Context: an optimization exercise on an open-source flow, tuned for small area and a short achievable clock period. The choices shown serve that exercise and are no tape-out recipe.
At most, simulation tests tie the RTL to the original design; equivalence was not proved.
No functional check of the RTL was part of runs 1 and 2.
Power figures rest on the tool's default switching activity, not on a simulated workload.

==> flow/design.v <==
module mipspipelined
(
	input clk, reset, accdone,
	input [31:0] instrF,
	input [31:0] readdataM,
	output memwriteM,
	output [31:0] pcF,
	output [31:0] aluoutM,
	output [31:0] writedataM,
	output accbypassA,
	output [31:0] fullinstructionA,
	output [31:0] startaddrA,
	output [31:0] datasizeA
);
	reg [31:2] pc;
	reg [31:11] instrDh;
	reg [10:0]  instrDl;
	wire [31:0] instrD = {instrDh, instrDl};
	reg        accq;             
	reg [25:0] acccmd;           
	reg [1:0]  acccount;
	reg        accbypassA_r;
	reg [31:0] srcaE, srcbE;
	reg [15:0] immE;
	reg [4:0]  writeregE;
	reg        regwriteE, memtoregE, memwriteE, alusrcE, lsaE, ldsE;
	reg [2:0]  alucE;
	reg        fwdAE, fwdBE;     
	reg [31:0] aluoutM_r, writedataM_r;
	reg [4:0]  writeregM;
	reg        regwriteM, memtoregM, memwriteM_r, lsaM, ldsM;
	reg [31:0] ldW;
	reg        lsaW, ldsW;
	reg [31:0] startaddr, datasize;
	reg [31:0] rf [1:31];
	assign pcF = {pc, 2'b00};
	assign aluoutM = aluoutM_r;
	assign writedataM = writedataM_r;
	assign memwriteM = memwriteM_r;
	assign startaddrA = startaddr;
	assign datasizeA = datasize;
	assign accbypassA = accbypassA_r;
	assign fullinstructionA = {32{accbypassA_r}} & {6'b111111, acccmd};
	wire [5:0] opD = instrD[31:26];
	wire [4:0] rsD = instrD[25:21];
	wire [4:0] rtD = instrD[20:16];
	wire [4:0] rdD = instrD[15:11];
	wire [5:0] functD = instrD[5:0];
	wire isR   = opD == 6'b000000;
	wire isADDI= opD == 6'b001000;
	wire isLW  = opD == 6'b100011;
	wire isSW  = opD == 6'b101011;
	wire isBEQ = opD == 6'b000100;
	wire isJ   = opD == 6'b000010;
	wire isLSA = opD == 6'b111110;
	wire isLDS = opD == 6'b111101;
	wire isACC = opD == 6'b111111;
	wire regwriteD = isR | isADDI | isLW;
	wire memtoregD = isLW | isLSA | isLDS;
	wire alusrcD   = isADDI | isLW | isSW | isLSA | isLDS;
	wire [4:0] writeregD = isR ? rdD : rtD;
	reg  [2:0] alucD;
	always @(*)
		if (!isR) alucD = 3'b010;
		else case (functD)
			6'b100010: alucD = 3'b110;
			6'b100100: alucD = 3'b000;
			6'b100101: alucD = 3'b001;
			6'b101010: alucD = 3'b111;
			default:   alucD = 3'b010;
		endcase
	wire [31:0] rd1 = (rsD == 5'd0) ? 32'd0 : rf[rsD];
	wire [31:0] rd2 = (rtD == 5'd0) ? 32'd0 : rf[rtD];
	wire fwdAD = (rsD != 5'd0) & (rsD == writeregM) & regwriteM;
	wire fwdBD = (rtD != 5'd0) & (rtD == writeregM) & regwriteM;
	wire [31:0] srcaD = fwdAD ? aluoutM_r : rd1;
	wire [31:0] srcbD = fwdBD ? aluoutM_r : rd2;
	wire equalD = srcaD == srcbD;
	wire pcsrcD = isBEQ & equalD;
	wire lwstall = ((rsD == writeregE) | (rtD == writeregE)) & memtoregE;
	wire branchstall = isBEQ & ((((rsD == writeregE) | (rtD == writeregE)) & regwriteE) |
	                            (((rsD == writeregM) | (rtD == writeregM)) & memtoregM));
	wire stall = lwstall | branchstall;
	wire accb = ~reset & ~accdone & (isACC | accq);
	wire flushD = isJ | pcsrcD | accb;
	wire [31:2] pcplus1 = pc + 30'd1;
	wire [31:2] pcbranch = pc + {{14{instrD[15]}}, instrD[15:0]};
	wire [31:2] pcjump = {pc[31:28], instrD[25:0]};
	always @(posedge clk, posedge reset)
		if (reset) pc <= 0;
		else if (!(stall | accb))
			pc <= isJ ? pcjump : pcsrcD ? pcbranch : pcplus1;
	always @(posedge clk, posedge reset)
		if (reset) instrDh <= 0;
		else if (flushD) instrDh <= 0;
		else if (!stall) instrDh <= instrF[31:11];
	always @(posedge clk)
		if (!stall) instrDl <= instrF[10:0];
	always @(posedge clk) begin
		accq <= accb;
		if (!accq) acccmd <= instrD[25:0];
		if (!accb) begin
			acccount <= 0;
			accbypassA_r <= 0;
		end else begin
			if (acccount != 2'b11) acccount <= acccount + 2'd1;
			accbypassA_r <= acccount == 2'b11;
		end
	end
	wire [31:0] resultM = memtoregM ? readdataM : aluoutM_r;
	wire fwdWa = (rsD != 5'd0) & (rsD == writeregM) & regwriteM;
	wire fwdWb = (rtD != 5'd0) & (rtD == writeregM) & regwriteM;
	always @(posedge clk) begin
		srcaE <= fwdWa ? resultM : rd1;
		srcbE <= fwdWb ? resultM : rd2;
		immE <= instrD[15:0];
		writeregE <= writeregD;
		alusrcE <= alusrcD;
		alucE <= alucD;
		fwdAE <= (rsD != 5'd0) & (rsD == writeregE) & regwriteE;
		fwdBE <= (rtD != 5'd0) & (rtD == writeregE) & regwriteE;
	end
	always @(posedge clk, posedge reset)
		if (reset) begin
			regwriteE <= 0; memtoregE <= 0; memwriteE <= 0; lsaE <= 0; ldsE <= 0;
		end else if (stall) begin
			regwriteE <= 0; memtoregE <= 0; memwriteE <= 0; lsaE <= 0; ldsE <= 0;
		end else begin
			regwriteE <= regwriteD;
			memtoregE <= memtoregD;
			memwriteE <= isSW;
			lsaE <= isLSA;
			ldsE <= isLDS;
		end
	wire [31:0] srca2E = fwdAE ? aluoutM_r : srcaE;
	wire [31:0] srcb2E = fwdBE ? aluoutM_r : srcbE;
	wire [31:0] srcb3E = alusrcE ? {{16{immE[15]}}, immE} : srcb2E;
	wire [31:0] bb = alucE[2] ? ~srcb3E : srcb3E;
	wire [31:0] sum = srca2E + bb + {31'd0, alucE[2]};
	reg  [31:0] aluoutE;
	always @(*)
		case (alucE[1:0])
			2'b00: aluoutE = srca2E & srcb3E;
			2'b01: aluoutE = srca2E | srcb3E;
			2'b10: aluoutE = sum;
			2'b11: aluoutE = {31'd0, sum[31]};
		endcase
	always @(posedge clk) begin
		aluoutM_r <= aluoutE;
		writedataM_r <= srcb2E;
		writeregM <= writeregE;
	end
	always @(posedge clk, posedge reset)
		if (reset) begin
			regwriteM <= 0; memtoregM <= 0; memwriteM_r <= 0; lsaM <= 0; ldsM <= 0;
		end else begin
			regwriteM <= regwriteE;
			memtoregM <= memtoregE;
			memwriteM_r <= memwriteE;
			lsaM <= lsaE;
			ldsM <= ldsE;
		end
	integer i;
	always @(posedge clk)
		if (regwriteM)
			for (i = 1; i < 32; i = i + 1)
				if (writeregM == i) rf[i] <= resultM;
	always @(posedge clk) ldW <= readdataM;
	always @(posedge clk, posedge reset)
		if (reset) begin
			lsaW <= 0; ldsW <= 0;
		end else begin
			lsaW <= lsaM; ldsW <= ldsM;
		end
	always @(posedge clk, posedge reset)
		if (reset) begin
			startaddr <= 0;
			datasize <= 0;
		end else if (lsaW) startaddr <= ldW;
		else if (ldsW) datasize <= ldW;
endmodule
==> flow/run.sh <==
#!/bin/bash
# synth_recipe.tcl (not shown) runs the flow's synth.tcl, then flattens the netlist and writes it again
# the make line also repeats each setting of config.mk as NAME=value (left out here)
make -C /OpenROAD-flow-scripts/flow DESIGN_CONFIG=/design/flow/config.mk WORK_HOME=/design/flow/orfs CLKGATE_MAP_FILE= SYNTH_SCRIPT=/design/flow/synth_recipe.tcl finish
==> flow/config.mk <==
export PLATFORM = sky130hd
export DESIGN_NAME = mipspipelined
export DESIGN_NICKNAME = mipspipelined
export VERILOG_FILES = /design/flow/design.v
export SDC_FILE = /design/flow/constraint.sdc
export NUM_CORES = 4
export LEC_CHECK = 0
export CAP_MARGIN = 20
export CORE_MARGIN = 2
export CORE_UTILIZATION = 40
export SLEW_MARGIN = 20
==> flow/constraint.sdc <==
create_clock -name core_clock -period 10.0 [get_ports {clk}]
set_input_delay 2.0000 -clock core_clock [delete_from_list [all_inputs] [get_ports {clk}]]
set_output_delay 2.0000 -clock core_clock [all_outputs]
set_load 0.01 [all_outputs]
==> results of run 1 <==
-- flip-flops by register name, indices dropped and copies added, names as in the netlist, 3 cells and up --
register and count:
rf 992, aluoutM_r 32, datasize 32, ldW 32, srcaE 32, srcbE 32, startaddr 32, writedataM_r 32
pc 30, acccmd 26, instrDh 21, immE 16, instrDl 11, writeregE 5, writeregM 5, alucE 3
-- metrics by stage --
| stage | setup WS [ps] | hold slack (ps) |
|---|---|---|
| 3_5_place_dp | 1076 | 335.4 |
| 5_1_grt | 500.4 | 353.3 |
| 4_1_cts | 1050 | 349.5 |
| 3_3_place_gp | 1018 | 333.9 |
| 6_report | 745.7 | 349.9 |
| 2_1_floorplan | 3711 | 331.2 |
-- cell families (layout without fill, tap and decap cells) --
kind of cell / count (synthesis) / in the layout / synth area share
simple gates: 1882 / 1882 / 0.1684
fa+ha+maj: 94 / 94 / 0.01736
xor+xnor: 102 / 102 / 0.01396
flops: 1352 / 1352 / 0.5938
buf+inv: 549 / 916 / 0.03527
mux: 205 / 205 / 0.03410
other cells: 1 / 40 / 0.00005860
compound gates: 1182 / 1182 / 0.1371
-- cell type report --
class / instances / area (sq um)
Inverter: 108 / 410.4
Tap cell: 2072 / 2592
Clock inverter: 78 / 860.8
Fill cell: 14180 / 83470
Clock buffer: 196 / 4040
Multi-Input combinational cell: 3467 / 24230
Timing Repair Buffer: 534 / 4843
Sequential cell: 1352 / 38030
Antenna cell: 38 / 95.09
-- cell usage after synthesis (23+ instances only) --
| cell | instances | share of area |
|---|---|---|
| sky130_fd_sc_hd__dfrtp_1 | 127 | 0.050 |
| sky130_fd_sc_hd__a2111oi_0 | 271 | 0.037 |
| sky130_fd_sc_hd__and3_1 | 923 | 0.090 |
| sky130_fd_sc_hd__inv_1 | 108 | 0.0063 |
| sky130_fd_sc_hd__ha_1 | 60 | 0.012 |
| sky130_fd_sc_hd__nor4_1 | 27 | 0.0026 |
| sky130_fd_sc_hd__o22ai_1 | 37 | 0.0036 |
| sky130_fd_sc_hd__xor2_1 | 39 | 0.0053 |
| sky130_fd_sc_hd__buf_4 | 23 | 0.0027 |
| sky130_fd_sc_hd__and2_1 | 37 | 0.0036 |
| sky130_fd_sc_hd__o21ai_0 | 138 | 0.011 |
| sky130_fd_sc_hd__mux2_2 | 104 | 0.018 |
| sky130_fd_sc_hd__xnor2_1 | 63 | 0.0086 |
| sky130_fd_sc_hd__nand2b_1 | 26 | 0.0025 |
| sky130_fd_sc_hd__nand4_1 | 140 | 0.014 |
| sky130_fd_sc_hd__a22o_1 | 25 | 0.0034 |
| sky130_fd_sc_hd__a21o_1 | 63 | 0.0074 |
| sky130_fd_sc_hd__nor3_1 | 27 | 0.0021 |
| sky130_fd_sc_hd__o211ai_1 | 28 | 0.0033 |
| sky130_fd_sc_hd__a211oi_1 | 25 | 0.0029 |
| sky130_fd_sc_hd__a221oi_1 | 107 | 0.015 |
| sky130_fd_sc_hd__nand2_1 | 244 | 0.014 |
| sky130_fd_sc_hd__dfxtp_1 | 196 | 0.061 |
| sky130_fd_sc_hd__a21oi_1 | 172 | 0.013 |
| sky130_fd_sc_hd__nand3_1 | 130 | 0.010 |
| sky130_fd_sc_hd__maj3_1 | 32 | 0.0050 |
| sky130_fd_sc_hd__a22oi_1 | 129 | 0.015 |
| sky130_fd_sc_hd__edfxtp_1 | 1029 | 0.48 |
| sky130_fd_sc_hd__buf_2 | 64 | 0.0050 |
| sky130_fd_sc_hd__buf_1 | 26 | 0.0015 |
| sky130_fd_sc_hd__nor2_1 | 173 | 0.010 |
| sky130_fd_sc_hd__mux2i_1 | 101 | 0.016 |
| sky130_fd_sc_hd__clkbuf_1 | 324 | 0.019 |
| sky130_fd_sc_hd__a32o_1 | 30 | 0.0047 |
-- path summary, 6_finish.rpt --
check | start | to | slack (ps) | cells past startpoint
min in group asynchronous | reset | instrDh[27] | 1720 | 2
setup / recovery | instrDh[20] | pc[31] | 750 | 26
hold / removal | ldsE | ldsM | 350 | 0
hold reg to reg | ldsE | ldsM | 350 | 0
max in group asynchronous | reset | startaddr[4] | 6960 | 3
setup reg to reg | instrDh[20] | pc[31] | 750 | 26
-- report_power, final --
group	switching, mW	internal (mW)
Sequential	0.358	6.96
Clock	2.44	3.16
Combinational	2.24	1.03
-- worst max-delay path, delay by kind of cell (launching register included) --
kind	cells	cell delay [ps]
AO/OA/AOI/OAI	10	3090
adder cells (fa/ha/maj)	1	270
buffers and inverters	3	1150
flip-flops	1	820
multiplexers	2	390
AND/OR/NAND/NOR	10	3390
-- per-layer routing --
layer  share of wire  up-vias  wire length (um)
met5          0.0012        -               418
met4           0.089       22             30010
met3            0.16     1728             53970
met2            0.40     6055            135100
met1            0.35    27980            116000
li1                -    21680                 -
==> flow_results.xml, run 1 <==
<?xml version="1.0" encoding="UTF-8"?>
<metrics>
  <group name="run_status">
    <metric name="status" unit="">complete, no violations</metric>
  </group>
  <group name="floorplanning">
    <metric name="num_io_pins" unit="">261</metric>
    <metric name="die_width" unit="um">404.0</metric>
    <metric name="die-height" unit="um">404.0</metric>
    <metric name="initial_utilization" unit="">0.4036</metric>
    <metric name="design.die.area" unit="sq um">163200</metric>
    <metric name="placeableCoreArea" unit="sq um">158600</metric>
    <metric name="rows" unit="">146</metric>
  </group>
  <group name="timing">
    <metric name="tightestPinTransition" unit="ps">1301</metric>
    <metric name="maxClockFrequency" unit="MHz">108.1</metric>
    <metric name="finalHoldViolCount" unit="">0</metric>
    <metric name="layout_min_cycle_time" unit="ps">9254</metric>
    <metric name="sum_of_negative_setup_slack" unit="ps">0</metric>
    <metric name="rsz0062_at_grt" unit="">no</metric>
    <metric name="fin_crit_sh" unit="">0.9254</metric>
    <metric name="timing.max_slew.rel_slack" unit="">0.1079</metric>
    <metric name="final.setup_skew" unit="ps">35.70</metric>
    <metric name="report.final.setup_viol" unit="">0</metric>
    <metric name="max_slew_violation_count" unit="">0</metric>
  </group>
  <group name="clock_tree">
    <metric name="cts.repair_timing.setup_buffer_count" unit="">0</metric>
    <metric name="cts.path.max_buffers" unit="">3</metric>
    <metric name="numClockSinks" unit="">1352</metric>
    <metric name="cts_inserted_buffers" unit="">148</metric>
    <metric name="postCtsResizedCells" unit="">0</metric>
    <metric name="cts_hold_repair.buffers" unit="">0</metric>
    <metric name="clkTransAtPathRegs" unit="ps">70</metric>
    <metric name="cts_tree" unit="">built</metric>
    <metric name="root_buffer_cell" unit="">sky130_fd_sc_hd__clkbuf_16</metric>
    <metric name="clkLatencyLatePin" unit="ps">850</metric>
    <metric name="htreeDepth" unit="">4</metric>
  </group>
  <group name="worst_setup_path">
    <metric name="crit_type" unit="">flip-flop to flip-flop</metric>
    <metric name="critPathLaunchType" unit="">flip-flop</metric>
    <metric name="cp.required" unit="ps">10750</metric>
    <metric name="endpoint_kind" unit="">flip-flop</metric>
    <metric name="critical_path_arrival" unit="ps">10000</metric>
    <metric name="worst_path_cell_with_the_longest_stage_delay" unit="">sky130_fd_sc_hd__nor2_2</metric>
    <metric name="worst-path-max-fanout" unit="">22</metric>
    <metric name="largest_stage_delay_on_the_critical_path" unit="ps">910</metric>
  </group>
  <group name="layout">
    <metric name="areaGrowthSynthToFinish" unit="%">17.34</metric>
    <metric name="drive_gt1_frac" unit="">0.1332</metric>
    <metric name="mostFrequentLayoutCell" unit="">sky130_fd_sc_hd__edfxtp_1</metric>
    <metric name="final_core_utilization" unit="">0.4736</metric>
    <metric name="final_nets" unit="">5740</metric>
    <metric name="postLayoutCellArea" unit="sq um">75090</metric>
    <metric name="final_instance_count_excl_fillers" unit="">7845</metric>
    <metric name="mostFrequentLayoutCells" unit="">sky130_fd_sc_hd__edfxtp_1 (1029), sky130_fd_sc_hd__and3_1 (920), sky130_fd_sc_hd__a2111oi_0 (271)</metric>
  </group>
  <group name="global_routing">
    <metric name="grt_start_max_net_pins" unit="">94</metric>
    <metric name="global_route.usage.met2" unit="">0.5570</metric>
    <metric name="tot_gr_track_use" unit="">0.3988</metric>
    <metric name="grt_antenna_before_repair" unit="">37</metric>
    <metric name="globalRoute.totalOverflow" unit="">0</metric>
    <metric name="first_global_vias" unit="">52750</metric>
    <metric name="top_usage_layer" unit="">met2</metric>
    <metric name="grt_pass1_wl" unit="mm">448.8</metric>
    <metric name="grtUsageMet3" unit="">0.1782</metric>
    <metric name="grt_use_met1" unit="">0.4869</metric>
  </group>
  <group name="logic_synthesis">
    <metric name="synth_seq_area_share" unit="">0.5938</metric>
    <metric name="syn_area" unit="sq um">64000</metric>
    <metric name="synth_enable_flop_cells" unit="">1029</metric>
    <metric name="yosys.cell_types.count" unit="">91</metric>
    <metric name="synth_async_sr_flop_share" unit="">0.09393</metric>
    <metric name="synth_cells" unit="">5367</metric>
    <metric name="ys_ff_latch" unit="">1352</metric>
    <metric name="ys_dominant_reg_cell" unit="">sky130_fd_sc_hd__edfxtp_1</metric>
    <metric name="avgSynthCellArea" unit="sq um">11.92</metric>
    <metric name="ys.warnings.count" unit="">34</metric>
  </group>
  <group name="route">
    <metric name="drcViolationCount" unit="">0</metric>
    <metric name="routed_wirelength" unit="mm">335.5</metric>
    <metric name="route.detailed.vias_per_inst" unit="">7.325</metric>
    <metric name="detail_route.wl_per_cell" unit="um">42.77</metric>
    <metric name="detail_route.iter0.violations" unit="">11970</metric>
    <metric name="route.vias.total" unit="">57470</metric>
    <metric name="detailedRoute.firstPassIterationCount" unit="">10</metric>
    <metric name="drt.antenna.violating_nets" unit="">0</metric>
  </group>
  <group name="placement">
    <metric name="instance_area_at_placement" unit="sq um">69990</metric>
    <metric name="gp_routability_congestion" unit="">1.092</metric>
    <metric name="instance_count_after_placement_with_tap_cells_included" unit="">7527</metric>
    <metric name="port_buffers" unit="">258</metric>
    <metric name="place.detailed.hpwl" unit="mm">217.0</metric>
  </group>
  <group name="pwr">
    <metric name="finalPower" unit="mW">16.19</metric>
    <metric name="power.ir.vdd_worst" unit="mV">0.1959</metric>
    <metric name="power-per-cell-area" unit="nW/um^2">215.6</metric>
    <metric name="p_leak" unit="nW">29.66</metric>
  </group>
  <group name="hold_path">
    <metric name="hp-class" unit="">flip-flop to flip-flop</metric>
  </group>
  <group name="run">
    <metric name="cap_violations" unit="">0</metric>
  </group>
</metrics>
==> run 2: changes to the inputs <==
--- a/flow/design.v
+++ b/flow/design.v
@@ -13,11 +13,10 @@
 	output [31:0] datasizeA
 );
 	reg [31:2] pc;
-	reg [31:11] instrDh;
-	reg [10:0]  instrDl;
-	wire [31:0] instrD = {instrDh, instrDl};
+	reg [31:0] instrD;           
+	reg        validD;           
+	reg [31:0] selA, selB;       
 	reg        accq;             
-	reg [25:0] acccmd;           
 	reg [1:0]  acccount;
 	reg        accbypassA_r;
 	reg [31:0] srcaE, srcbE;
@@ -40,11 +39,11 @@
 	assign startaddrA = startaddr;
 	assign datasizeA = datasize;
 	assign accbypassA = accbypassA_r;
-	assign fullinstructionA = {32{accbypassA_r}} & {6'b111111, acccmd};
-	wire [5:0] opD = instrD[31:26];
-	wire [4:0] rsD = instrD[25:21];
-	wire [4:0] rtD = instrD[20:16];
-	wire [4:0] rdD = instrD[15:11];
+	assign fullinstructionA = {32{accbypassA_r}} & {6'b111111, instrD[25:0]};
+	wire [5:0] opD = instrD[31:26] & {6{validD}};
+	wire [4:0] rsD = instrD[25:21] & {5{validD}};
+	wire [4:0] rtD = instrD[20:16] & {5{validD}};
+	wire [4:0] rdD = instrD[15:11] & {5{validD}};
 	wire [5:0] functD = instrD[5:0];
 	wire isR   = opD == 6'b000000;
 	wire isADDI= opD == 6'b001000;
@@ -69,12 +68,18 @@
 			6'b101010: alucD = 3'b111;
 			default:   alucD = 3'b010;
 		endcase
-	wire [31:0] rd1 = (rsD == 5'd0) ? 32'd0 : rf[rsD];
-	wire [31:0] rd2 = (rtD == 5'd0) ? 32'd0 : rf[rtD];
-	wire fwdAD = (rsD != 5'd0) & (rsD == writeregM) & regwriteM;
-	wire fwdBD = (rtD != 5'd0) & (rtD == writeregM) & regwriteM;
-	wire [31:0] srcaD = fwdAD ? aluoutM_r : rd1;
-	wire [31:0] srcbD = fwdBD ? aluoutM_r : rd2;
+	reg [31:0] rd1, rd2, srcaD, srcbD;
+	integer k;
+	always @(*) begin
+		rd1 = 0;
+		rd2 = 0;
+		for (k = 1; k < 32; k = k + 1) begin
+			rd1 = rd1 | ({32{selA[k]}} & rf[k]);
+			rd2 = rd2 | ({32{selB[k]}} & rf[k]);
+		end
+		srcaD = rd1 | ({32{selA[0]}} & aluoutM_r);
+		srcbD = rd2 | ({32{selB[0]}} & aluoutM_r);
+	end
 	wire equalD = srcaD == srcbD;
 	wire pcsrcD = isBEQ & equalD;
 	wire lwstall = ((rsD == writeregE) | (rtD == writeregE)) & memtoregE;
@@ -86,19 +91,28 @@
 	wire [31:2] pcplus1 = pc + 30'd1;
 	wire [31:2] pcbranch = pc + {{14{instrD[15]}}, instrD[15:0]};
 	wire [31:2] pcjump = {pc[31:28], instrD[25:0]};
+	wire        hold = stall | accb;
+	wire [31:2] pcseq = hold ? pc : isJ ? pcjump : pcplus1;
+	wire        takebranch = pcsrcD & ~hold;
 	always @(posedge clk, posedge reset)
 		if (reset) pc <= 0;
-		else if (!(stall | accb))
-			pc <= isJ ? pcjump : pcsrcD ? pcbranch : pcplus1;
+		else pc <= takebranch ? pcbranch : pcseq;
 	always @(posedge clk, posedge reset)
-		if (reset) instrDh <= 0;
-		else if (flushD) instrDh <= 0;
-		else if (!stall) instrDh <= instrF[31:11];
+		if (reset) validD <= 0;
+		else validD <= ~flushD & (validD | ~stall);
 	always @(posedge clk)
-		if (!stall) instrDl <= instrF[10:0];
+		if (!(stall | accb)) instrD <= instrF;
+	wire [4:0] rsN = stall ? rsD : instrF[25:21];
+	wire [4:0] rtN = stall ? rtD : instrF[20:16];
+	wire fwdAN = (rsN != 5'd0) & (rsN == writeregE) & regwriteE;
+	wire fwdBN = (rtN != 5'd0) & (rtN == writeregE) & regwriteE;
+	always @(posedge clk)
+		for (k = 0; k < 32; k = k + 1) begin
+			selA[k] <= (k == 0) ? fwdAN : ~fwdAN & (rsN == k);
+			selB[k] <= (k == 0) ? fwdBN : ~fwdBN & (rtN == k);
+		end
 	always @(posedge clk) begin
 		accq <= accb;
-		if (!accq) acccmd <= instrD[25:0];
 		if (!accb) begin
 			acccount <= 0;
 			accbypassA_r <= 0;
@@ -108,11 +122,9 @@
 		end
 	end
 	wire [31:0] resultM = memtoregM ? readdataM : aluoutM_r;
-	wire fwdWa = (rsD != 5'd0) & (rsD == writeregM) & regwriteM;
-	wire fwdWb = (rtD != 5'd0) & (rtD == writeregM) & regwriteM;
 	always @(posedge clk) begin
-		srcaE <= fwdWa ? resultM : rd1;
-		srcbE <= fwdWb ? resultM : rd2;
+		srcaE <= selA[0] ? resultM : rd1;
+		srcbE <= selB[0] ? resultM : rd2;
 		immE <= instrD[15:0];
 		writeregE <= writeregD;
 		alusrcE <= alusrcD;
==> flow/flow/run.sh (new file) <==
#!/bin/bash
# The standard ORFS layout (standard.sh) with these changes:
#  - ports are buffered with buf_2 instead of the default delay buffer
#  - CTS does not insert dummy loads
set -euo pipefail
bash standard.sh \
  SETUP_SLACK_MARGIN=7 \
  "BUFFER_PORTS_ARGS=-buffer_cell sky130_fd_sc_hd__buf_2" \
  "CTS_ARGS=-sink_clustering_enable -repair_clock_nets -dont_use_dummy_load" \
  finish > standard_make.log 2>&1
==> flow/standard.sh (new file) <==
#!/bin/bash
# synth_recipe.tcl (not shown) runs the flow's synth.tcl, then flattens the netlist and writes it again
# the make line also repeats each setting of config.mk as NAME=value (left out here)
make -C /OpenROAD-flow-scripts/flow DESIGN_CONFIG=/design/flow/config.mk WORK_HOME=/design/flow/orfs CLKGATE_MAP_FILE= SYNTH_SCRIPT=/design/flow/synth_recipe.tcl "${@:-finish}"
removed: flow/run.sh
==> flow_results.xml, run 2 <==
<?xml version="1.0" encoding="UTF-8"?>
<metrics>
  <group name="clock_tree">
    <metric name="numClockSinks" unit="">1391</metric>
    <metric name="cts.path.max_buffers" unit="">3</metric>
    <metric name="htreeDepth" unit="">4</metric>
    <metric name="clkTransAtPathRegs" unit="ps">60</metric>
    <metric name="cts_inserted_buffers" unit="">144</metric>
    <metric name="cts_tree" unit="">built</metric>
    <metric name="root_buffer_cell" unit="">sky130_fd_sc_hd__clkbuf_16</metric>
    <metric name="clkLatencyLatePin" unit="ps">810</metric>
  </group>
  <group name="logic_synthesis">
    <metric name="netlist.top_cell.by_area" unit="">sky130_fd_sc_hd__edfxtp_1</metric>
    <metric name="synth_seq_area_share" unit="">0.6418</metric>
    <metric name="ys.warnings.count" unit="">2</metric>
    <metric name="synth_async_sr_flop_share" unit="">0.07692</metric>
    <metric name="synth_cells" unit="">4606</metric>
    <metric name="syn_area" unit="sq um">60200</metric>
    <metric name="synth_enable_flop_cells" unit="">1024</metric>
    <metric name="ys_ff_latch" unit="">1391</metric>
    <metric name="list_of_most_frequent_post_synthesis_cells" unit="">sky130_fd_sc_hd__edfxtp_1 (1024), sky130_fd_sc_hd__a22oi_1 (629), sky130_fd_sc_hd__nor2_1 (269)</metric>
    <metric name="yosys.cell_types.count" unit="">87</metric>
    <metric name="avgSynthCellArea" unit="sq um">13.07</metric>
    <metric name="synth_top_area_share" unit="">0.5108</metric>
    <metric name="post_synth_main_area_contributors" unit="">sky130_fd_sc_hd__edfxtp_1 (51%), sky130_fd_sc_hd__dfxtp_1 (8.6%), sky130_fd_sc_hd__a22oi_1 (7.8%), sky130_fd_sc_hd__dfrtp_1 (4.4%), sky130_fd_sc_hd__a22o_1 (2.2%)</metric>
    <metric name="yosys.cell_count.top_type" unit="">sky130_fd_sc_hd__edfxtp_1</metric>
    <metric name="ys_dominant_reg_cell" unit="">sky130_fd_sc_hd__edfxtp_1</metric>
  </group>
  <group name="layout">
    <metric name="final_instance_count_excl_fillers" unit="">7190</metric>
    <metric name="areaGrowthSynthToFinish" unit="%">24.53</metric>
    <metric name="final_nets" unit="">5297</metric>
    <metric name="mostFrequentLayoutCells" unit="">sky130_fd_sc_hd__edfxtp_1 (1024), sky130_fd_sc_hd__a22oi_1 (626), sky130_fd_sc_hd__buf_4 (299)</metric>
    <metric name="fillers" unit="">12670</metric>
    <metric name="mostFrequentLayoutCell" unit="">sky130_fd_sc_hd__edfxtp_1</metric>
    <metric name="largest_register_ff_count" unit="">992</metric>
    <metric name="drive_gt1_frac" unit="">0.2958</metric>
    <metric name="largest_register_by_flop_count" unit="">rf</metric>
  </group>
  <group name="route">
    <metric name="route.detailed.vias_per_inst" unit="">7.200</metric>
    <metric name="drt.antenna.violating_nets" unit="">0</metric>
    <metric name="route.vias.total" unit="">51770</metric>
    <metric name="routed_wirelength" unit="mm">290.5</metric>
    <metric name="detail_route.iter0.violations" unit="">11540</metric>
    <metric name="drcViolationCount" unit="">0</metric>
    <metric name="detailedRoute.firstPassIterationCount" unit="">22</metric>
    <metric name="detail_route.wl_per_cell" unit="um">40.41</metric>
  </group>
  <group name="floorplanning">
    <metric name="placeableCoreArea" unit="sq um">149600</metric>
    <metric name="die-height" unit="um">391.9</metric>
    <metric name="initial_utilization" unit="">0.4024</metric>
    <metric name="num_io_pins" unit="">261</metric>
    <metric name="design.die.area" unit="sq um">153600</metric>
    <metric name="die_width" unit="um">391.9</metric>
    <metric name="rows" unit="">142</metric>
  </group>
  <group name="worst_setup_path">
    <metric name="worstPathBufferInverterCount" unit="">3</metric>
    <metric name="endpoint_kind" unit="">flip-flop</metric>
    <metric name="cp.required" unit="ps">10630</metric>
    <metric name="critical_path.cell_chain" unit="">buf_8 -&gt; a22oi_1 -&gt; nand3_1 -&gt; or4_4 -&gt; buf_4 -&gt; nand2_1 -&gt; a21bo_2 -&gt; a2111oi_4 -&gt; o2111a_1 -&gt; nand4_4 -&gt; buf_12 -&gt; or2_4 -&gt; mux2i_1 -&gt; xor2_1</metric>
    <metric name="worst_path_cell_with_the_longest_stage_delay" unit="">sky130_fd_sc_hd__dfxtp_2</metric>
    <metric name="crit_family" unit="">compound AO/OA/AOI/OAI gates</metric>
    <metric name="critical_path_arrival" unit="ps">4750</metric>
    <metric name="critPathLaunchType" unit="">flip-flop</metric>
    <metric name="worst-path-max-fanout" unit="">24</metric>
    <metric name="crit_type" unit="">flip-flop to flip-flop</metric>
    <metric name="largest_stage_delay_on_the_critical_path" unit="ps">710</metric>
  </group>
  <group name="run">
    <metric name="cap_violations" unit="">0</metric>
  </group>
  <group name="pwr">
    <metric name="total_switching_power" unit="mW">4.895</metric>
    <metric name="p_leak" unit="nW">26.42</metric>
    <metric name="sequentialPowerShare" unit="">0.467</metric>
    <metric name="sw_frac_of_total" unit="">0.3046</metric>
    <metric name="finalPower" unit="mW">16.07</metric>
    <metric name="combinationalPowerShare" unit="">0.246</metric>
    <metric name="clkPwrFrac" unit="">0.287</metric>
    <metric name="power-per-cell-area" unit="nW/um^2">214.3</metric>
    <metric name="cell_internal_pwr" unit="mW">11.17</metric>
    <metric name="power.ir.vdd_worst" unit="mV">0.1887</metric>
  </group>
  <group name="global_routing">
    <metric name="grt_antenna_before_repair" unit="">12</metric>
    <metric name="tot_gr_track_use" unit="">0.3614</metric>
    <metric name="grt_pass1_wl" unit="mm">384.0</metric>
    <metric name="globalRoute.totalOverflow" unit="">0</metric>
    <metric name="first_global_vias" unit="">48330</metric>
    <metric name="grt_start_max_net_pins" unit="">84</metric>
  </group>
  <group name="placement">
    <metric name="instance_count_after_placement_with_tap_cells_included" unit="">6690</metric>
    <metric name="port_buffers" unit="">258</metric>
    <metric name="place.detailed.hpwl" unit="mm">142.6</metric>
    <metric name="gp_routability_congestion" unit="">0.9329</metric>
    <metric name="dp_worst_setup_slack" unit="ps">4698</metric>
  </group>
  <group name="timing">
    <metric name="maxClockFrequency" unit="MHz">242.4</metric>
    <metric name="rsz0062_at_grt" unit="">yes</metric>
    <metric name="finalHoldViolCount" unit="">0</metric>
    <metric name="fin_crit_sh" unit="">0.4126</metric>
    <metric name="layout_setup_ws" unit="ps">5874</metric>
    <metric name="worst_hold_margin" unit="ps">342.4</metric>
    <metric name="timing.max_slew.rel_slack" unit="">0.2201</metric>
    <metric name="sum_of_negative_setup_slack" unit="ps">0</metric>
    <metric name="layout_min_cycle_time" unit="ps">4126</metric>
    <metric name="final.setup_skew" unit="ps">88.64</metric>
    <metric name="tightestPinTransition" unit="ps">1170</metric>
    <metric name="max_slew_violation_count" unit="">0</metric>
    <metric name="report.final.setup_viol" unit="">0</metric>
  </group>
  <group name="hold_path">
    <metric name="hp-class" unit="">flip-flop to flip-flop</metric>
  </group>
  <group name="run_status">
    <metric name="status" unit="">complete, no violations</metric>
  </group>
</metrics>
-- run 2: cell count changes after synthesis, moves of 52 or more --
cell	previous run	this run
sky130_fd_sc_hd__nand2_1	244	172
sky130_fd_sc_hd__a222oi_1	5	64
sky130_fd_sc_hd__nand3_1	130	182
sky130_fd_sc_hd__a22o_1	25	148
sky130_fd_sc_hd__a2111oi_0	271	3
sky130_fd_sc_hd__clkbuf_1	324	204
sky130_fd_sc_hd__o21ai_0	138	69
sky130_fd_sc_hd__and3_1	923	20
sky130_fd_sc_hd__nor2_1	173	269
sky130_fd_sc_hd__nand4_1	140	88
sky130_fd_sc_hd__dfxtp_1	196	260
sky130_fd_sc_hd__a22oi_1	129	629
-- run 2: worst paths after layout --
check | cells past startpoint | slack [ps] | startpoint | to
worst max-delay path | 14 | 5870 | selB[6] | pc[31]
worst min-delay path | 0 | 340 | lsaE | lsaM
worst max register to register | 14 | 5870 | selB[6] | pc[31]
worst min register to register | 0 | 340 | lsaE | lsaM
max in group asynchronous | 4 | 7480 | reset | startaddr[17]
min in group asynchronous | 3 | 1440 | reset | memwriteE
-- run 2: final cells by class --
cell class | count | area, sq um | area share
Multi-Input combinational cell | 2822 | 22270 | 0.2971
Inverter | 97 | 432.9 | 0.005775
Tap cell | 2016 | 2522 | 0.03365
Clock buffer | 144 | 3603 | 0.04807
Antenna cell | 9 | 22.52 | 0.0003004
Timing Repair inverter | 7 | 50.05 | 0.0006676
Timing Repair Buffer | 704 | 7062 | 0.09420
Sequential cell | 1391 | 39000 | 0.5202
-- run 2: cells by family after synthesis --
logic type,share of synthesized area
adder cells (fa/ha/maj),0.01850
buffers and inverters,0.02646
other,0.00006230
flip-flops,0.6418
XOR/XNOR,0.01979
multiplexers,0.03775
AND/OR/NAND/NOR,0.07819
AO/OA/AOI/OAI,0.1775
-- run 2: power by group through the flow --
stage	logic (mW)	registers, mW	clock network [mW]
4_1_cts	3.58	7.48	4.61
5_1_grt	4.13	7.51	4.83
3_5_place_dp	2.79	7.65	0
6_report	3.95	7.50	4.62
3_3_place_gp	2.76	7.65	0
2_1_floorplan	1.69	7.52	0
-- run 2: what timing repair did --
item / 4_1_cts / 5_1_grt
buffers inserted: 239 / 78
pin swaps: 114 / 104
hold buffers: 0 / 0
resized for setup: 669 / 244
gates cloned: 18 / 12
hold endpoints to repair: 0 / 0
setup endpoints to repair: 688 / 488
-- run 2: metal layers --
layer / up-vias / part of all wire / wire (um) / global-route usage
met2: 5577 / 0.39 / 114500 / 0.4944
met4: 27 / 0.095 / 27590 / 0.2576
met1: 25100 / 0.34 / 97880 / 0.4457
li1: 19480 / - / - / -
met3: 1587 / 0.17 / 50020 / 0.1669
met5: - / 0.0019 / 558 / 0.01308
-- run 2: through the flow --
step	utilization	cell area, sq um
2_1_floorplan	-	60740
3_3_place_gp	0.4298	64300
5_1_grt	0.5010	74950
4_1_cts	0.4876	72950
6_report	0.5011	74970
3_5_place_dp	0.4298	64300
==> run 3: changes to the inputs <==
--- a/flow/design.v
+++ b/flow/design.v
@@ -19,6 +19,7 @@
 	reg        accq;             
 	reg [1:0]  acccount;
 	reg        accbypassA_r;
+	reg [25:0] fiA;              
 	reg [31:0] srcaE, srcbE;
 	reg [15:0] immE;
 	reg [4:0]  writeregE;
@@ -39,7 +40,7 @@
 	assign startaddrA = startaddr;
 	assign datasizeA = datasize;
 	assign accbypassA = accbypassA_r;
-	assign fullinstructionA = {32{accbypassA_r}} & {6'b111111, instrD[25:0]};
+	assign fullinstructionA = {{6{accbypassA_r}}, fiA};
 	wire [5:0] opD = instrD[31:26] & {6{validD}};
 	wire [4:0] rsD = instrD[25:21] & {5{validD}};
 	wire [4:0] rtD = instrD[20:16] & {5{validD}};
@@ -116,15 +117,17 @@
 		if (!accb) begin
 			acccount <= 0;
 			accbypassA_r <= 0;
+			fiA <= 0;
 		end else begin
 			if (acccount != 2'b11) acccount <= acccount + 2'd1;
 			accbypassA_r <= acccount == 2'b11;
+			fiA <= (acccount == 2'b11) ? instrD[25:0] : 26'd0;
 		end
 	end
 	wire [31:0] resultM = memtoregM ? readdataM : aluoutM_r;
 	always @(posedge clk) begin
-		srcaE <= selA[0] ? resultM : rd1;
-		srcbE <= selB[0] ? resultM : rd2;
+		srcaE <= rd1 | ({32{selA[0]}} & resultM);
+		srcbE <= rd2 | ({32{selB[0]}} & resultM);
 		immE <= instrD[15:0];
 		writeregE <= writeregD;
 		alusrcE <= alusrcD;
@@ -148,7 +151,18 @@
 	wire [31:0] srcb2E = fwdBE ? aluoutM_r : srcbE;
 	wire [31:0] srcb3E = alusrcE ? {{16{immE[15]}}, immE} : srcb2E;
 	wire [31:0] bb = alucE[2] ? ~srcb3E : srcb3E;
-	wire [31:0] sum = srca2E + bb + {31'd0, alucE[2]};
+	wire [31:0] pg0 = srca2E ^ bb;
+	wire [31:0] gg0 = (srca2E & bb) | {31'd0, pg0[0] & alucE[2]};
+	wire [31:0] g1 = gg0 | (pg0 & (gg0 << 1));
+	wire [31:0] p1 = pg0 & ((pg0 << 1) | 32'h1);
+	wire [31:0] g2 = g1 | (p1 & (g1 << 2));
+	wire [31:0] p2 = p1 & ((p1 << 2) | 32'h3);
+	wire [31:0] g3 = g2 | (p2 & (g2 << 4));
+	wire [31:0] p3 = p2 & ((p2 << 4) | 32'hf);
+	wire [31:0] g4 = g3 | (p3 & (g3 << 8));
+	wire [31:0] p4 = p3 & ((p3 << 8) | 32'hff);
+	wire [31:0] g5 = g4 | (p4 & (g4 << 16));
+	wire [31:0] sum = pg0 ^ {g5[30:0], alucE[2]};
 	reg  [31:0] aluoutE;
 	always @(*)
 		case (alucE[1:0])
==> flow_results.xml, run 3 <==
<?xml version="1.0" encoding="UTF-8"?>
<metrics>
  <group name="route">
    <metric name="detailedRoute.firstPassIterationCount" unit="">15</metric>
    <metric name="routed_wirelength" unit="mm">305.1</metric>
    <metric name="detail_route.wl_per_cell" unit="um">41.33</metric>
    <metric name="route.vias.total" unit="">53980</metric>
    <metric name="drcViolationCount" unit="">0</metric>
    <metric name="drt.antenna.violating_nets" unit="">0</metric>
    <metric name="detail_route.iter0.violations" unit="">12660</metric>
    <metric name="route.detailed.vias_per_inst" unit="">7.314</metric>
  </group>
  <group name="floorplanning">
    <metric name="die_width" unit="um">394.3</metric>
    <metric name="rows" unit="">143</metric>
    <metric name="num_io_pins" unit="">261</metric>
    <metric name="design.die.area" unit="sq um">155500</metric>
    <metric name="initial_utilization" unit="">0.4021</metric>
    <metric name="die-height" unit="um">394.3</metric>
    <metric name="placeableCoreArea" unit="sq um">151500</metric>
  </group>
  <group name="timing">
    <metric name="layout_setup_ws" unit="ps">5917</metric>
    <metric name="worst_hold_margin" unit="ps">347.4</metric>
    <metric name="layout_min_cycle_time" unit="ps">4083</metric>
    <metric name="max_slew_violation_count" unit="">0</metric>
    <metric name="final.setup_skew" unit="ps">72.35</metric>
    <metric name="maxClockFrequency" unit="MHz">244.9</metric>
    <metric name="sum_of_negative_setup_slack" unit="ps">0</metric>
    <metric name="fin_crit_sh" unit="">0.4083</metric>
    <metric name="report.final.setup_viol" unit="">0</metric>
    <metric name="rsz0062_at_grt" unit="">yes</metric>
    <metric name="finalHoldViolCount" unit="">0</metric>
    <metric name="timing.max_slew.rel_slack" unit="">0.2151</metric>
    <metric name="tightestPinTransition" unit="ps">1177</metric>
  </group>
  <group name="worst_setup_path">
    <metric name="critical_path_arrival" unit="ps">4740</metric>
    <metric name="endpoint_kind" unit="">flip-flop</metric>
    <metric name="regToRegStartpoint" unit="">fwdBE</metric>
    <metric name="worst_r2r_path_depth" unit="">18</metric>
    <metric name="timing.reg2reg.setup_slack" unit="ps">5920</metric>
    <metric name="crit_type" unit="">flip-flop to flip-flop</metric>
    <metric name="critPathLaunchType" unit="">flip-flop</metric>
    <metric name="cp.required" unit="ps">10660</metric>
    <metric name="worst_r2r_endpoint" unit="">aluoutM_r[0]</metric>
    <metric name="worst-path-max-fanout" unit="">6</metric>
  </group>
  <group name="global_routing">
    <metric name="globalRoute.totalOverflow" unit="">0</metric>
    <metric name="grt_start_max_net_pins" unit="">75</metric>
    <metric name="grt_pass1_wl" unit="mm">406.1</metric>
    <metric name="tot_gr_track_use" unit="">0.3747</metric>
    <metric name="grt_antenna_before_repair" unit="">17</metric>
    <metric name="first_global_vias" unit="">50590</metric>
  </group>
  <group name="logic_synthesis">
    <metric name="ys_dominant_reg_cell" unit="">sky130_fd_sc_hd__edfxtp_1</metric>
    <metric name="synth_seq_area_share" unit="">0.6426</metric>
    <metric name="synth_enable_flop_cells" unit="">1024</metric>
    <metric name="synth_top_area_share" unit="">0.5047</metric>
    <metric name="list_of_most_frequent_post_synthesis_cells" unit="">sky130_fd_sc_hd__edfxtp_1 (1024), sky130_fd_sc_hd__a22oi_1 (739), sky130_fd_sc_hd__nand2_1 (303)</metric>
    <metric name="synth_cells" unit="">4682</metric>
    <metric name="netlist.top_cell.by_area" unit="">sky130_fd_sc_hd__edfxtp_1</metric>
    <metric name="avgSynthCellArea" unit="sq um">13.01</metric>
    <metric name="synth_async_sr_flop_share" unit="">0.07551</metric>
    <metric name="ys.warnings.count" unit="">2</metric>
    <metric name="yosys.cell_types.count" unit="">81</metric>
    <metric name="post_synth_main_area_contributors" unit="">sky130_fd_sc_hd__edfxtp_1 (50%), sky130_fd_sc_hd__dfxtp_1 (9.4%), sky130_fd_sc_hd__a22oi_1 (9.1%), sky130_fd_sc_hd__dfrtp_1 (4.4%), sky130_fd_sc_hd__mux2_2 (2.5%)</metric>
    <metric name="yosys.cell_count.top_type" unit="">sky130_fd_sc_hd__edfxtp_1</metric>
    <metric name="ys_ff_latch" unit="">1417</metric>
    <metric name="syn_area" unit="sq um">60930</metric>
  </group>
  <group name="clock_tree">
    <metric name="numClockSinks" unit="">1417</metric>
    <metric name="cts.path.max_buffers" unit="">3</metric>
    <metric name="cts_hold_repair.buffers" unit="">0</metric>
    <metric name="clkLatencyLatePin" unit="ps">810</metric>
    <metric name="cts_inserted_buffers" unit="">147</metric>
    <metric name="root_buffer_cell" unit="">sky130_fd_sc_hd__clkbuf_16</metric>
    <metric name="cts_tree" unit="">built</metric>
    <metric name="htreeDepth" unit="">4</metric>
    <metric name="clkTransAtPathRegs" unit="ps">60</metric>
  </group>
  <group name="placement">
    <metric name="place.detailed.hpwl" unit="mm">164.8</metric>
    <metric name="gp_routability_congestion" unit="">1.026</metric>
    <metric name="port_buffers" unit="">258</metric>
    <metric name="dp_worst_setup_slack" unit="ps">4295</metric>
    <metric name="instance_area_at_placement" unit="sq um">65260</metric>
  </group>
  <group name="run_status">
    <metric name="status" unit="">complete, no violations</metric>
  </group>
  <group name="layout">
    <metric name="areaGrowthSynthToFinish" unit="%">27.50</metric>
    <metric name="drive_gt1_frac" unit="">0.3192</metric>
    <metric name="largest_register_ff_count" unit="">992</metric>
    <metric name="mostFrequentLayoutCell" unit="">sky130_fd_sc_hd__edfxtp_1</metric>
    <metric name="postLayoutCellArea" unit="sq um">77690</metric>
    <metric name="largest_register_by_flop_count" unit="">rf</metric>
    <metric name="mostFrequentLayoutCells" unit="">sky130_fd_sc_hd__edfxtp_1 (1024), sky130_fd_sc_hd__a22oi_1 (713), sky130_fd_sc_hd__buf_4 (356)</metric>
    <metric name="final_nets" unit="">5468</metric>
    <metric name="final_core_utilization" unit="">0.5126</metric>
  </group>
  <group name="run">
    <metric name="cap_violations" unit="">0</metric>
  </group>
  <group name="pwr">
    <metric name="p_leak" unit="nW">27.65</metric>
    <metric name="power-per-cell-area" unit="nW/um^2">207.1</metric>
    <metric name="power.ir.vdd_worst" unit="mV">0.2043</metric>
  </group>
  <group name="hold_path">
    <metric name="hold_end" unit="">lsaM</metric>
    <metric name="hold_path.startpoint" unit="">lsaE</metric>
    <metric name="min_delay_path_depth" unit="">0</metric>
    <metric name="hp-class" unit="">flip-flop to flip-flop</metric>
  </group>
</metrics>
[run 3: cell types whose count changed after synthesis, moves of 29 or more]
cell / before / now
sky130_fd_sc_hd__mux2i_1: 110 / 75
sky130_fd_sc_hd__nand2_1: 172 / 303
sky130_fd_sc_hd__nor3_1: 43 / 121
sky130_fd_sc_hd__a221oi_1: 147 / 92
sky130_fd_sc_hd__mux2_2: 102 / 133
sky130_fd_sc_hd__nand4_1: 88 / 137
sky130_fd_sc_hd__nand3_1: 182 / 112
sky130_fd_sc_hd__a22oi_1: 629 / 739
sky130_fd_sc_hd__a21oi_1: 179 / 89
sky130_fd_sc_hd__nor2_1: 269 / 165
sky130_fd_sc_hd__a22o_1: 148 / 104
sky130_fd_sc_hd__xor2_1: 66 / 37
sky130_fd_sc_hd__and3_1: 20 / 63
[run 3: per-layer routing]
layer / up-vias / global-route usage / wire length [um]
met1: 26120 / 0.4625 / 101600
met2: 6042 / 0.5144 / 120500
met5: - / 0.009852 / 400
li1: 20050 / - / -
met4: 18 / 0.2508 / 28040
met3: 1751 / 0.1816 / 54520
[run 3: through the flow]
step           cells  total power [mW]
3_5_place_dp    6812             10.41
5_1_grt         7370             16.42
3_3_place_gp    6812             10.37
6_report        7381             16.09
2_1_floorplan   4683             9.158
4_1_cts         7270             15.67
[run 3: area by class of cell]
type | count | area, sq um
fill | 12570 | 73860
sequential | 1417 | 39540
multi-input combinational | 2888 | 23220
timing repair buffer | 811 | 8347
clock buffer | 147 | 3679
tap | 2030 | 2540
inverter | 72 | 320.3
antenna | 15 | 37.54
timing repair inverter | 1 | 5.005
[run 3: logic make-up (layout without fill, tap and decap cells)]
family / Yosys count / count (layout) / share of synthesized area
mux: 208 / 208 / 0.03690
simple gates: 1043 / 1048 / 0.08508
other cells: 1 / 17 / 0.00006155
compound gates: 1423 / 1423 / 0.1754
buf+inv: 383 / 1031 / 0.02546
flops: 1417 / 1417 / 0.6426
fa+ha+maj: 94 / 94 / 0.01828
xor+xnor: 113 / 113 / 0.01624
[run 3: timing repair]
action	in CTS	in global routing
gates resized for setup	956	219
pin swaps	177	131
setup endpoints to repair	413	344
gates cloned	28	5
buffers inserted	283	89
[run 3: power by group]
group | switching (mW) | internal (mW)
registers | 0.296 | 7.24
logic | 2.38 | 1.45
clock network | 2.16 | 2.57
total | 4.83 | 11.3
[run 3: worst max path at each step]
stage	from	to	slack [ps]	cells after the start
after global routing	fwdBE	aluoutM_r[0]	5850	18
after CTS	fwdBE	aluoutM_r[28]	6070	17
after detailed placement	selB[18]	pc[18]	4300	13
after global placement	selB[0]	pc[10]	4180	12
final	fwdBE	aluoutM_r[0]	5920	18
after floorplan	instrF[18]	selB[30]	6530	9
[run 3: worst max-delay path, stage by stage, from the launching register on]
cell                        delay (ps)
sky130_fd_sc_hd__dfxtp_4           420
sky130_fd_sc_hd__buf_12            130
sky130_fd_sc_hd__buf_16            130
sky130_fd_sc_hd__buf_12            130
sky130_fd_sc_hd__mux2_4            320
sky130_fd_sc_hd__mux2i_4           210
sky130_fd_sc_hd__xnor2_2            90
sky130_fd_sc_hd__ha_1              360
sky130_fd_sc_hd__a21o_1            230
sky130_fd_sc_hd__a21oi_2           210
sky130_fd_sc_hd__o21ai_2           120
sky130_fd_sc_hd__a31oi_2           210
sky130_fd_sc_hd__a21oi_4            80
sky130_fd_sc_hd__a2111oi_4         290
sky130_fd_sc_hd__buf_4             200
sky130_fd_sc_hd__o31ai_4            90
sky130_fd_sc_hd__a21oi_4           340
sky130_fd_sc_hd__xnor2_2           140
sky130_fd_sc_hd__a311oi_2          260
==> run 4: changes to the inputs <==
==> flow/flow/run.sh (replaced) <==
#!/bin/bash
# The standard ORFS layout (standard.sh) with these changes:
#  - ports are buffered with buf_2 instead of the default delay buffer
#  - CTS uses sink clusters of up to 16 and no dummy loads
set -euo pipefail
bash standard.sh \
  SETUP_SLACK_MARGIN=7 \
  TNS_END_PERCENT=5 \
  "BUFFER_PORTS_ARGS=-buffer_cell sky130_fd_sc_hd__buf_2" \
  "CTS_ARGS=-sink_clustering_enable -repair_clock_nets -dont_use_dummy_load -buf_list sky130_fd_sc_hd__clkbuf_16 -sink_clustering_size 16 -sink_clustering_max_diameter 60" \
  finish > standard_make.log 2>&1
==> flow_results.xml, run 4 <==
<?xml version="1.0" encoding="UTF-8"?>
<metrics>
  <group name="route">
    <metric name="drcViolationCount" unit="">0</metric>
    <metric name="routed_wirelength" unit="mm">293.2</metric>
    <metric name="route.vias.total" unit="">51390</metric>
    <metric name="detail_route.iter0.violations" unit="">11760</metric>
    <metric name="route.detailed.vias_per_inst" unit="">7.259</metric>
    <metric name="drt.antenna.violating_nets" unit="">0</metric>
    <metric name="detailedRoute.firstPassIterationCount" unit="">15</metric>
    <metric name="detail_route.wl_per_cell" unit="um">41.41</metric>
  </group>
  <group name="floorplanning">
    <metric name="rows" unit="">143</metric>
    <metric name="design.die.area" unit="sq um">155500</metric>
    <metric name="num_io_pins" unit="">261</metric>
    <metric name="die-height" unit="um">394.3</metric>
    <metric name="placeableCoreArea" unit="sq um">151500</metric>
    <metric name="initial_utilization" unit="">0.4021</metric>
    <metric name="die_width" unit="um">394.3</metric>
  </group>
  <group name="timing">
    <metric name="sum_of_negative_setup_slack" unit="ps">0</metric>
    <metric name="report.final.setup_viol" unit="">0</metric>
    <metric name="tightestPinTransition" unit="ps">1135</metric>
    <metric name="layout_min_cycle_time" unit="ps">4368</metric>
    <metric name="maxClockFrequency" unit="MHz">228.9</metric>
    <metric name="max_slew_violation_count" unit="">0</metric>
    <metric name="rsz0062_at_grt" unit="">yes</metric>
    <metric name="finalHoldViolCount" unit="">0</metric>
    <metric name="worst_hold_margin" unit="ps">331.6</metric>
    <metric name="fin_crit_sh" unit="">0.4368</metric>
    <metric name="final.setup_skew" unit="ps">57.29</metric>
    <metric name="timing.max_slew.rel_slack" unit="">0.2431</metric>
  </group>
  <group name="worst_setup_path">
    <metric name="timing.critical_path.to" unit="">pc[16]</metric>
    <metric name="regToRegStartpoint" unit="">selB[23]</metric>
    <metric name="endpoint_kind" unit="">flip-flop</metric>
    <metric name="largest_stage_delay_on_the_critical_path" unit="ps">710</metric>
    <metric name="worst_path_cell_with_the_longest_stage_delay" unit="">sky130_fd_sc_hd__buf_4</metric>
    <metric name="setup.worst_path.start" unit="">selB[23]</metric>
    <metric name="timing.reg2reg.setup_slack" unit="ps">5630</metric>
    <metric name="worst_r2r_endpoint" unit="">pc[16]</metric>
    <metric name="cp.required" unit="ps">10640</metric>
    <metric name="crit_type" unit="">flip-flop to flip-flop</metric>
    <metric name="critPathLaunchType" unit="">flip-flop</metric>
    <metric name="critical_path.cell_chain" unit="">buf_4 -&gt; a22oi_1 -&gt; nand4_1 -&gt; nor2_1 -&gt; nand3_1 -&gt; xor2_1 -&gt; nor4_4 -&gt; nand4_1 -&gt; nor4_4 -&gt; buf_6 -&gt; buf_12 -&gt; nand2b_4 -&gt; a31oi_1 -&gt; o32a_1</metric>
    <metric name="worst-path-max-fanout" unit="">23</metric>
    <metric name="worst_r2r_path_depth" unit="">14</metric>
    <metric name="critical_path_arrival" unit="ps">5010</metric>
  </group>
  <group name="clock_tree">
    <metric name="cts_tree" unit="">built</metric>
    <metric name="htreeDepth" unit="">3</metric>
    <metric name="clkTransAtPathRegs" unit="ps">70</metric>
    <metric name="cts.path.max_buffers" unit="">3</metric>
    <metric name="numClockSinks" unit="">1417</metric>
    <metric name="cts_hold_repair.buffers" unit="">0</metric>
    <metric name="clkLatencyLatePin" unit="ps">770</metric>
    <metric name="cts_inserted_buffers" unit="">116</metric>
    <metric name="root_buffer_cell" unit="">sky130_fd_sc_hd__clkbuf_16</metric>
  </group>
  <group name="run_status">
    <metric name="status" unit="">complete, no violations</metric>
  </group>
  <group name="pwr">
    <metric name="power.ir.vdd_worst" unit="mV">0.1422</metric>
    <metric name="p_leak" unit="nW">25.00</metric>
    <metric name="power-per-cell-area" unit="nW/um^2">206.2</metric>
  </group>
  <group name="placement">
    <metric name="gp_routability_congestion" unit="">1.042</metric>
    <metric name="port_buffers" unit="">258</metric>
    <metric name="place.detailed.hpwl" unit="mm">168.7</metric>
  </group>
  <group name="logic_synthesis">
    <metric name="synth_enable_flop_cells" unit="">1024</metric>
    <metric name="ys_dominant_reg_cell" unit="">sky130_fd_sc_hd__edfxtp_1</metric>
    <metric name="yosys.cell_types.count" unit="">81</metric>
    <metric name="netlist.top_cell.by_area" unit="">sky130_fd_sc_hd__edfxtp_1</metric>
    <metric name="ys.warnings.count" unit="">2</metric>
    <metric name="yosys.cell_count.top_type" unit="">sky130_fd_sc_hd__edfxtp_1</metric>
    <metric name="post_synth_main_area_contributors" unit="">sky130_fd_sc_hd__edfxtp_1 (50%), sky130_fd_sc_hd__dfxtp_1 (9.4%), sky130_fd_sc_hd__a22oi_1 (9.1%), sky130_fd_sc_hd__dfrtp_1 (4.4%), sky130_fd_sc_hd__mux2_2 (2.5%)</metric>
    <metric name="syn_area" unit="sq um">60930</metric>
    <metric name="list_of_most_frequent_post_synthesis_cells" unit="">sky130_fd_sc_hd__edfxtp_1 (1024), sky130_fd_sc_hd__a22oi_1 (739), sky130_fd_sc_hd__nand2_1 (303)</metric>
    <metric name="ys_ff_latch" unit="">1417</metric>
    <metric name="synth_seq_area_share" unit="">0.6426</metric>
    <metric name="synth_async_sr_flop_share" unit="">0.07551</metric>
    <metric name="synth_top_area_share" unit="">0.5047</metric>
    <metric name="avgSynthCellArea" unit="sq um">13.01</metric>
    <metric name="synth_cells" unit="">4682</metric>
  </group>
  <group name="layout">
    <metric name="mostFrequentLayoutCells" unit="">sky130_fd_sc_hd__edfxtp_1 (1024), sky130_fd_sc_hd__a22oi_1 (733), sky130_fd_sc_hd__nand2_1 (300)</metric>
    <metric name="drive_gt1_frac" unit="">0.2208</metric>
    <metric name="areaGrowthSynthToFinish" unit="%">16.84</metric>
    <metric name="largest_register_by_flop_count" unit="">rf</metric>
    <metric name="mostFrequentLayoutCell" unit="">sky130_fd_sc_hd__edfxtp_1</metric>
    <metric name="largest_register_ff_count" unit="">992</metric>
    <metric name="final_nets" unit="">5177</metric>
  </group>
  <group name="hold_path">
    <metric name="hp-class" unit="">flip-flop to flip-flop</metric>
  </group>
  <group name="global_routing">
    <metric name="grt_antenna_before_repair" unit="">9</metric>
    <metric name="first_global_vias" unit="">47580</metric>
    <metric name="grt_start_max_net_pins" unit="">69</metric>
    <metric name="grt_pass1_wl" unit="mm">392.6</metric>
    <metric name="tot_gr_track_use" unit="">0.3626</metric>
    <metric name="globalRoute.totalOverflow" unit="">0</metric>
  </group>
  <group name="run">
    <metric name="cap_violations" unit="">0</metric>
  </group>
</metrics>
-- run 4: cell types whose count changed in the layout (fill, tap and decap cells not counted), sizes merged --
cell	previous run	this run
clkinvlp	3	1
nor2	165	166
clkbuf	153	120
bufbuf	9	1
inv	68	70
buf	796	547
clkinv	2	1
diode	15	5
or2	13	12
-- run 4: stage by stage --
stage          std cells    util  instance area [sq um]  setup slack, ps  total power [mW]
3_5_place_dp        6806  0.4289                  65000             3913             10.41
5_1_grt             7075  0.4697                  71180             5790             15.03
2_1_floorplan       4683       -                  61040             6529             9.124
4_1_cts             6984  0.4587                  69520             5950             14.42
3_3_place_gp        6806  0.4288                  64990             3489             10.38
6_report            7080  0.4698                  71190             5632             14.68
-- run 4: final cells by class --
cell class / count / area (sq um)
multi-input cells: 2888 / 21700
diodes: 5 / 12.51
well taps: 2030 / 2540
fillers: 13330 / 80360
flip-flops and latches: 1417 / 39320
inverters: 72 / 285.3
repair buffers: 552 / 4434
clock buffers: 116 / 2903
-- run 4: worst min path at each step --
stage / start / to / slack [ps] / depth (start not counted)
after global routing: ldsE / ldsM / 340 / 0
after floorplan: writeregE[1] / writeregM[1] / 330 / 0
final: memwriteE / memwriteM_r / 330 / 0
after CTS: memwriteE / memwriteM_r / 330 / 0
after global placement: ldsE / ldsM / 330 / 0
after detailed placement: memwriteE / memwriteM_r / 330 / 0
-- run 4: logic make-up (layout without fill, tap and decap cells) --
| kind of cell | after synthesis | after routing | share of synthesized area |
|---|---|---|---|
| adders and majority gates | 94 | 94 | 0.01828 |
| AOI/OAI and AO/OA | 1423 | 1423 | 0.1754 |
| muxes | 208 | 208 | 0.03690 |
| other | 1 | 7 | 0.00006155 |
| and+or+nand+nor | 1043 | 1048 | 0.08508 |
| buffers and inverters | 383 | 740 | 0.02546 |
| DFF | 1417 | 1417 | 0.6426 |
| xor gates and xnor gates | 113 | 113 | 0.01624 |
-- run 4: timing repair --
item / in CTS / in global routing
setup buffers: 54 / 82
endpoints found under the setup margin: 373 / 346
gates cloned: 8 / 7
pin swaps: 56 / 85
resized for setup: 259 / 177
-- run 4: where the power goes --
| part | switching, mW | leakage (nW) | internal (mW) |
|---|---|---|---|
| Combinational | 2.07 | 10.5 | 0.989 |
| Sequential | 0.395 | 13.0 | 7.18 |
| Clock | 2.02 | 1.43 | 2.02 |
-- run 4: routing by layer --
layer,vias to the layer above,share of wire,global-route usage
met4,14,0.096,0.2586
met1,24890,0.34,0.4532
li1,19430,-,-
met2,5428,0.40,0.5008
met5,-,0.0011,0.01293
met3,1632,0.16,0.1533
-- run 4: critical path, delay by kind of cell (launching register included) --
family,cells,cell delay [ps]
AO/OA/AOI/OAI,3,510
XOR/XNOR,1,130
buffers and inverters,3,1010
flip-flops,1,700
AND/OR/NAND/NOR,7,1890

-- what the ideal ports hide --
How much do the figures lean on ideal ports? The routed layouts below were timed once more, with nothing changed but the port constraints.
Step 1 (the two cells are an assumption about what drives the block):
set clk [get_ports {clk}]
set_driving_cell -lib_cell sky130_fd_sc_hd__clkbuf_16 $clk
set_driving_cell -lib_cell sky130_fd_sc_hd__buf_2 [delete_from_list [all_inputs] $clk]
Step 2, shift: input delay + t, output delay - t, t = (earliest + latest rising clock arrival at the registers) / 2. This alone moves slack from input paths to output paths.
a / b / c = no drivers / after step 1 / after step 2; a / b = the first two.
| run | shift t [ns] | slack for setup (ns) | hold slack, ns | clock arrival spread, ns | worst slew at a driven data input, ns |
|---|---|---|---|---|---|
| run 1 | 0.911 | 0.746 / 0.746 / 0.746 | 0.350 / 0.350 / 0.350 | 0.041 / 0.042 | 0.07 |
| run 2 | 0.851 | 5.874 / 5.874 / 5.874 | 0.342 / 0.342 / 0.342 | 0.098 / 0.099 | 0.08 |
| run 3 | 0.863 | 5.917 / 5.917 / 5.917 | 0.347 / 0.347 / 0.347 | 0.079 / 0.079 | 0.10 |
| run 4 | 0.838 | 5.632 / 5.632 / 5.632 | 0.332 / 0.332 / 0.332 | 0.075 / 0.075 | 0.11 |
After both steps setup and hold are still met in every run listed.
